From an optimization exercise on the open Yosys and OpenROAD flow, aimed at small area and a short achievable clock period; shortcuts taken in it are not production practice. Function was checked by simulation only, so behaviour that the tests miss may differ from the original.

==> 08-04: inputs <==
## wb_lms
module wb_lms (
    input  wire        Clk,
    input  wire        Rst,
    input  wire        wb_cyc_i,
    input  wire        wb_stb_i,
    input  wire        wb_we_i,
    input  wire [31:0] wb_adr_i,
    input  wire [15:0] wb_dat_i,
    output reg  [15:0] wb_dat_o,
    output reg         wb_ack_o,
    output reg         irq_o
);
    reg [15:0] x_in_reg, d_in_reg;
    reg mode_train_reg;
    wire [15:0] y_out, err, w0, w1, w2, w3;
    LMS dut (
        .Clk(Clk),
        .Rst(Rst),
        .mode_train(mode_train_reg),
        .x_in(x_in_reg),
        .d_in(d_in_reg),
        .y_out(y_out),
        .err(err),
        .w0(w0),
        .w1(w1),
        .w2(w2),
        .w3(w3)
    );
    wire       acc = wb_cyc_i & wb_stb_i & ~wb_ack_o;
    wire [3:0] a   = wb_adr_i[5:2];
    wire       rd  = acc & ~wb_we_i;
    reg [15:0] rd_other;
    always @(*) begin
        case (a)
            4'h4:    rd_other = err;
            4'h5:    rd_other = w0;
            4'h6:    rd_other = w1;
            4'h7:    rd_other = w2;
            4'h8:    rd_other = w3;
            default: rd_other = 16'd0;
        endcase
    end
    wire        sel_y   = rd & (a == 4'h3);
    wire [15:0] dat_old = rd ? rd_other : wb_dat_o;
    wire [15:0] dat_nxt = sel_y ? y_out : dat_old;
    always @(posedge Clk or posedge Rst) begin
        if (Rst) begin
            wb_ack_o       <= 0;
            wb_dat_o       <= 0;
            irq_o          <= 0;
            x_in_reg       <= 0;
            d_in_reg       <= 0;
            mode_train_reg <= 0;
        end else begin
            wb_ack_o <= acc;
            irq_o    <= acc & wb_we_i;
            wb_dat_o <= dat_nxt;
            if (acc && wb_we_i) begin
                case (a)
                    4'h0: x_in_reg       <= wb_dat_i;
  ...
Settings: LEC_CHECK=0, ABC_AREA=1, CAP_MARGIN=20, CORE_MARGIN=2, CORE_UTILIZATION=55, SETUP_SLACK_MARGIN=2, SLEW_MARGIN=20; clock period 10.0 ns.
standard.sh (not shown) runs the stock make flow with config.mk's settings and CLKGATE_MAP_FILE= SYNTH_SCRIPT=/design/flow/synth_recipe.tcl, a recipe that flattens the netlist after the stock synthesis.
==> flow/flow/run.sh <==
#!/bin/bash
# Standard synthesis, then full adders flipped to drop the inverters between them, then the
# standard layout from the floorplan on, with a clock tree of small buffers and no dummy loads.
set -euo pipefail
R=$PWD/orfs/results/$FLOW_PLATFORM/wb_lms/base
bash standard.sh "$R/1_2_yosys.v" > synth.log 2>&1
python3 flow/fixinv.py "$R/1_2_yosys.v" "$R/1_2_yosys.fixed.v" > fixinv.log 2>&1
cp "$R/1_2_yosys.v" "$R/1_2_yosys.orig.v"
mv "$R/1_2_yosys.fixed.v" "$R/1_2_yosys.v"
touch "$R/1_2_yosys.v"
export CTS_ARGS="-sink_clustering_enable -repair_clock_nets -dont_use_dummy_load -buf_list {sky130_fd_sc_hd__clkbuf_4 sky130_fd_sc_hd__clkbuf_8}"
bash standard.sh > layout.log 2>&1
==> flow/flow/fixinv.py <==
#!/usr/bin/env python3
"""Push inverters through full adders in a Yosys netlist.

A full adder is self-dual: FA(~a,~b,~c) = (~sum, ~cout). The adder extraction of the
standard synthesis leaves many inverters between full adders; this script chooses, for
every full adder, whether it works on inverted signals, so that as few inverters as
possible remain, and rewrites the netlist with only those inverters.
usage: fixinv.py in.v out.v
"""
import re, sys, random

src = open(sys.argv[1]).read()
inst_re = re.compile(r'^  (sky130_fd_sc_hd__\w+) (\S+) +\(\n((?:    \.\w+\([^\n]*\),?\n)+)  \);\n', re.M)
pin_re = re.compile(r'    \.(\w+)\((.*)\),?$')
cells = []  # [type, name, [(pin, net)], span]
for m in inst_re.finditer(src):
    pins = [pin_re.match(l).groups() for l in m.group(3).rstrip('\n').split('\n')]
    cells.append([m.group(1), m.group(2), pins, m.span()])

ninst = len(re.findall(r'^  sky130_fd_sc_hd__\w+ ', src, re.M))
if ninst != len(cells) or re.search(r'^\s*assign ', src, re.M):
    print(f"netlist not understood ({ninst} instances, {len(cells)} parsed); left as it is", file=sys.stderr)
    open(sys.argv[2], "w").write(src)
    sys.exit(0)
OUTP = {'X', 'Y', 'Q', 'Q_N', 'SUM', 'COUT', 'HI', 'LO'}
mod_m = re.search(r'^module \w+\((.*?)\);', src, re.M | re.S)
ports = set()
for m in re.finditer(r'^\s*(input|output)\s+(\[\d+:\d+\]\s+)?(\S+);', src, re.M):
    ports.add(m.group(3))
def base_name(n):
    n = n.strip()
    if n.startswith('\\'):
        return n.split(' ')[0][1:]
    return re.sub(r'\[\d+\]$', '', n)
def is_port(n):
    return base_name(n) in ports

def is_inv(t):
    return re.match(r'sky130_fd_sc_hd__(clk)?inv_\d+$', t) is not None
def is_fa(t):
    return re.match(r'sky130_fd_sc_hd__fa_\d+$', t) is not None

driver = {}
inv_of = {}  # out net -> in net for collapsible inverters
for ci, (t, name, pins, span) in enumerate(cells):
    for p, n in pins:
        if p in OUTP:
            driver[n.strip()] = ci
for ci, (t, name, pins, span) in enumerate(cells):
    if is_inv(t):
        d = dict(pins)
        o, a = d['Y'].strip(), d['A'].strip()
        if not is_port(o):
            inv_of[o] = a

def resolve(n):
    c = 0
    while n in inv_of:
        n = inv_of[n]; c ^= 1
    return n, c

flip = [0] * len(cells)
def is_x(t):
    return re.match(r'sky130_fd_sc_hd__x(n)?or2_1$', t) is not None
fa_ids = [ci for ci, c in enumerate(cells) if is_fa(c[0])]
x_ids = [ci for ci, c in enumerate(cells) if is_x(c[0])]
# consumer pins: (ci, pin, base, c)
cons = []
for ci, (t, name, pins, span) in enumerate(cells):
    if ci in () or (is_inv(t) and dict(pins)['Y'].strip() in inv_of):
        continue
    for pi, (p, n) in enumerate(pins):
        if p in OUTP: continue
        n = n.strip()
        if n.startswith("1'b") or n == '': continue
        b, c = resolve(n)
        cons.append((ci, pi, b, c))
by_base = {}
by_cell = {}
for k, (ci, pi, b, c) in enumerate(cons):
    by_base.setdefault(b, []).append(k)
    by_cell.setdefault(ci, []).append(k)
def f_drv(b):
    d = driver.get(b)
    return flip[d] if d is not None else 0
isfa = [is_fa(c[0]) for c in cells]
isx = [is_x(c[0]) for c in cells]
def rawneed(k):
    ci, pi, b, c = cons[k]
    return c ^ (flip[ci] if isfa[ci] else 0) ^ f_drv(b)
def need(k):
    # an xor/xnor absorbs an inverted input by changing its type (see the rewrite)
    if isx[cons[k][0]]:
        return 0
    return rawneed(k)
ninv = {}
for b, ks in by_base.items():
    ninv[b] = sum(need(k) for k in ks)
def cost():
    return sum(1 for v in ninv.values() if v > 0)
start = cost()
outs_of = {ci: [n.strip() for p, n in cells[ci][2] if p in OUTP] for ci in fa_ids + x_ids}
def affected(ci):
    ks = set(by_cell.get(ci, [])) if isfa[ci] else set()
    for o in outs_of[ci]:
        ks.update(by_base.get(o, []))
    return ks
def do_flip(ci):
    ks = affected(ci)
    bases = set(cons[k][2] for k in ks)
    before = sum(1 for b in bases if ninv[b] > 0)
    for k in ks: ninv[cons[k][2]] -= need(k)
    flip[ci] ^= 1
    for k in ks: ninv[cons[k][2]] += need(k)
    after = sum(1 for b in bases if ninv[b] > 0)
    return after - before
import math
fl_ids = fa_ids + x_ids
random.seed(1)
cur = cost()
best = cur; bestflip = flip[:]
T = 2.0
nmoves = 400000
for it in range(nmoves):
    ci = random.choice(fl_ids)
    d = do_flip(ci)
    if d <= 0 or random.random() < math.exp(-d / T):
        cur += d
        if cur < best:
            best = cur; bestflip = flip[:]
    else:
        do_flip(ci)
    T = max(0.02, 2.0 * (1 - it / nmoves))
for ci in fl_ids:
    if flip[ci] != bestflip[ci]:
        do_flip(ci)
end = cost()
print(f"inverters: {len(inv_of)} collapsible, nets needing one before {start}, after {end}", file=sys.stderr)

# rewrite
newinv = {}
def esc(n):
    return n + ' ' if n.startswith('\\') else n
def inv_net(b):
    if b not in newinv:
        newinv[b] = f"_fixinv{len(newinv)}_"
    return newinv[b]
pieces = []
last = 0
for ci, (t, name, pins, span) in enumerate(cells):
    pieces.append(src[last:span[0]])
    last = span[1]
    if is_inv(t) and dict(pins)['Y'].strip() in inv_of:
        continue
    ks = {cons[k][1]: k for k in by_cell.get(ci, [])}
    swap = 0
    if is_x(t):
        swap = flip[ci]
        for k in by_cell.get(ci, []):
            swap ^= rawneed(k)
    if swap:
        t = t.replace('xnor2', 'XOR2') if 'xnor2' in t else t.replace('xor2', 'xnor2')
        t = t.replace('XOR2', 'xor2')
    lines = []
    for pi, (p, n) in enumerate(pins):
        if pi in ks:
            k = ks[pi]
            b = cons[k][2]
            n = inv_net(b) if need(k) else esc(b)
        if swap and p in ('X', 'Y'):
            p = 'Y' if p == 'X' else 'X'
        lines.append(f"    .{p}({n})")
    pieces.append(f"  {t} {name} (\n" + ",\n".join(lines) + "\n  );\n")
pieces.append(src[last:])
out = "".join(pieces)
decl = "".join(f"  wire {v};\n" for v in newinv.values())
# inv_2 has the area of inv_1: use it where an inverter drives more than two pins
nfo = {}
for k in range(len(cons)):
    if need(k):
        nfo[cons[k][2]] = nfo.get(cons[k][2], 0) + 1
def invcell(b):
    return "inv_2" if nfo.get(b, 0) > 2 else "inv_1"
cellsv = "".join(f"  sky130_fd_sc_hd__{invcell(b)} _fixinvc{i}_ (\n    .A({esc(b)}),\n    .Y({v})\n  );\n" for i, (b, v) in enumerate(newinv.items()))
k = out.rfind("endmodule")
out = out[:k] + cellsv + out[k:]
# declarations after the module header
m = re.search(r'^module \w+\(.*?\);\n', out, re.M | re.S)
out = out[:m.end()] + decl + out[m.end():]
open(sys.argv[2], "w").write(out)
==> 02-06: changes against 08-04 <==
==> flow/flow/run.sh (replaced) <==
#!/bin/bash
# Standard synthesis, then full adders flipped to drop the inverters between them, then the
# standard layout from the floorplan on, with a clock tree of small buffers and no dummy loads, and
# small port buffers.
set -euo pipefail
R=$PWD/orfs/results/$FLOW_PLATFORM/wb_lms/base
bash standard.sh "$R/1_2_yosys.v" > synth.log 2>&1
python3 flow/fixinv.py "$R/1_2_yosys.v" "$R/1_2_yosys.fixed.v" > fixinv.log 2>&1
cp "$R/1_2_yosys.v" "$R/1_2_yosys.orig.v"
mv "$R/1_2_yosys.fixed.v" "$R/1_2_yosys.v"
touch "$R/1_2_yosys.v"
export CTS_ARGS="-sink_clustering_enable -repair_clock_nets -dont_use_dummy_load -buf_list {sky130_fd_sc_hd__clkbuf_4 sky130_fd_sc_hd__clkbuf_8}"
export BUFFER_PORTS_ARGS="-buffer_cell sky130_fd_sc_hd__buf_2"
bash standard.sh > layout.log 2>&1
--- a/flow/flow/fixinv.py
+++ b/flow/flow/fixinv.py
@@ -84,15 +84,9 @@
     d = driver.get(b)
     return flip[d] if d is not None else 0
 isfa = [is_fa(c[0]) for c in cells]
-isx = [is_x(c[0]) for c in cells]
-def rawneed(k):
+def need(k):
     ci, pi, b, c = cons[k]
     return c ^ (flip[ci] if isfa[ci] else 0) ^ f_drv(b)
-def need(k):
-    # an xor/xnor absorbs an inverted input by changing its type (see the rewrite)
-    if isx[cons[k][0]]:
-        return 0
-    return rawneed(k)
 ninv = {}
 for b, ks in by_base.items():
     ninv[b] = sum(need(k) for k in ks)
@@ -153,23 +147,18 @@
     if is_inv(t) and dict(pins)['Y'].strip() in inv_of:
         continue
     ks = {cons[k][1]: k for k in by_cell.get(ci, [])}
-    swap = 0
-    if is_x(t):
-        swap = flip[ci]
-        for k in by_cell.get(ci, []):
-            swap ^= rawneed(k)
-    if swap:
-        t = t.replace('xnor2', 'XOR2') if 'xnor2' in t else t.replace('xor2', 'xnor2')
-        t = t.replace('XOR2', 'xor2')
     lines = []
     for pi, (p, n) in enumerate(pins):
         if pi in ks:
             k = ks[pi]
             b = cons[k][2]
             n = inv_net(b) if need(k) else esc(b)
-        if swap and p in ('X', 'Y'):
+        if is_x(t) and flip[ci] and p in ('X', 'Y'):
             p = 'Y' if p == 'X' else 'X'
         lines.append(f"    .{p}({n})")
+    if is_x(t) and flip[ci]:
+        t = t.replace('xnor2', 'XOR2') if 'xnor2' in t else t.replace('xor2', 'xnor2')
+        t = t.replace('XOR2', 'xor2')
     pieces.append(f"  {t} {name} (\n" + ",\n".join(lines) + "\n  );\n")
 pieces.append(src[last:])
 out = "".join(pieces)
SETUP_SLACK_MARGIN = 2.8   (was 2)
==> comparison table <==
| quantity | 08-04 | 02-06 |
|---|---|---|
| Detailed placer's ending HPWL | 139300 um | 140800 um |
| Wirelength, routed | 197500 um | 207500 um |
| Initial DRC count | 6186 | 6909 |
| Result of the run | no timing/DRC/antenna violations | no timing/DRC/antenna violations |
| Cts bufs inserted | 53 | 56 |
| Met2 Wirelength | 82040 um | 84740 um |
| Wire length of the first global-routing pass | 296400 um | 299900 um |
| First element of the critical path | dut.x3_none[3] | dut.x2_neg[4] |
| Routed length on met3 | 27900 um | 31460 um |
| Register fraction of the total cell area | 11.66% | 11.78% |
| Post-synth net total | 6961 | 6985 |
| Required @ worst endpoint | 10.65 ns | 10.61 ns |
| Number of non-clock buffers in the layout | 218 | 393 |
| Placed standard-cell area | 54560 um^2 | 54340 um^2 |

-- port drivers added, routing unchanged --
In the flow no input, the clock included, has a driving cell. The finished layouts below were timed again as built, in two steps.
Step 1, drivers: a clkbuf_16 drives Clk and a buf_2 each remaining input, both assumed.
Step 2 times the ports against the registers' clock, not the clock port: input delays grow and output delays shrink by t, the midpoint of the rising clock arrivals with the driver on.
Three values: ideal, step 1, step 2; two values: the first two.
run	shift t [ns]	slack for setup (ns)	worst hold slack (ns)	worst setup path after step 2	cell pins on the clock port's net
08-04	0.783	2.097 / 2.097 / 2.097	0.428 / 0.428 / 0.428	register to register	1
02-06	0.792	2.866 / 2.866 / 2.866	0.492 / 0.492 / 0.492	register to register	1
After both steps every run listed still meets setup and hold.
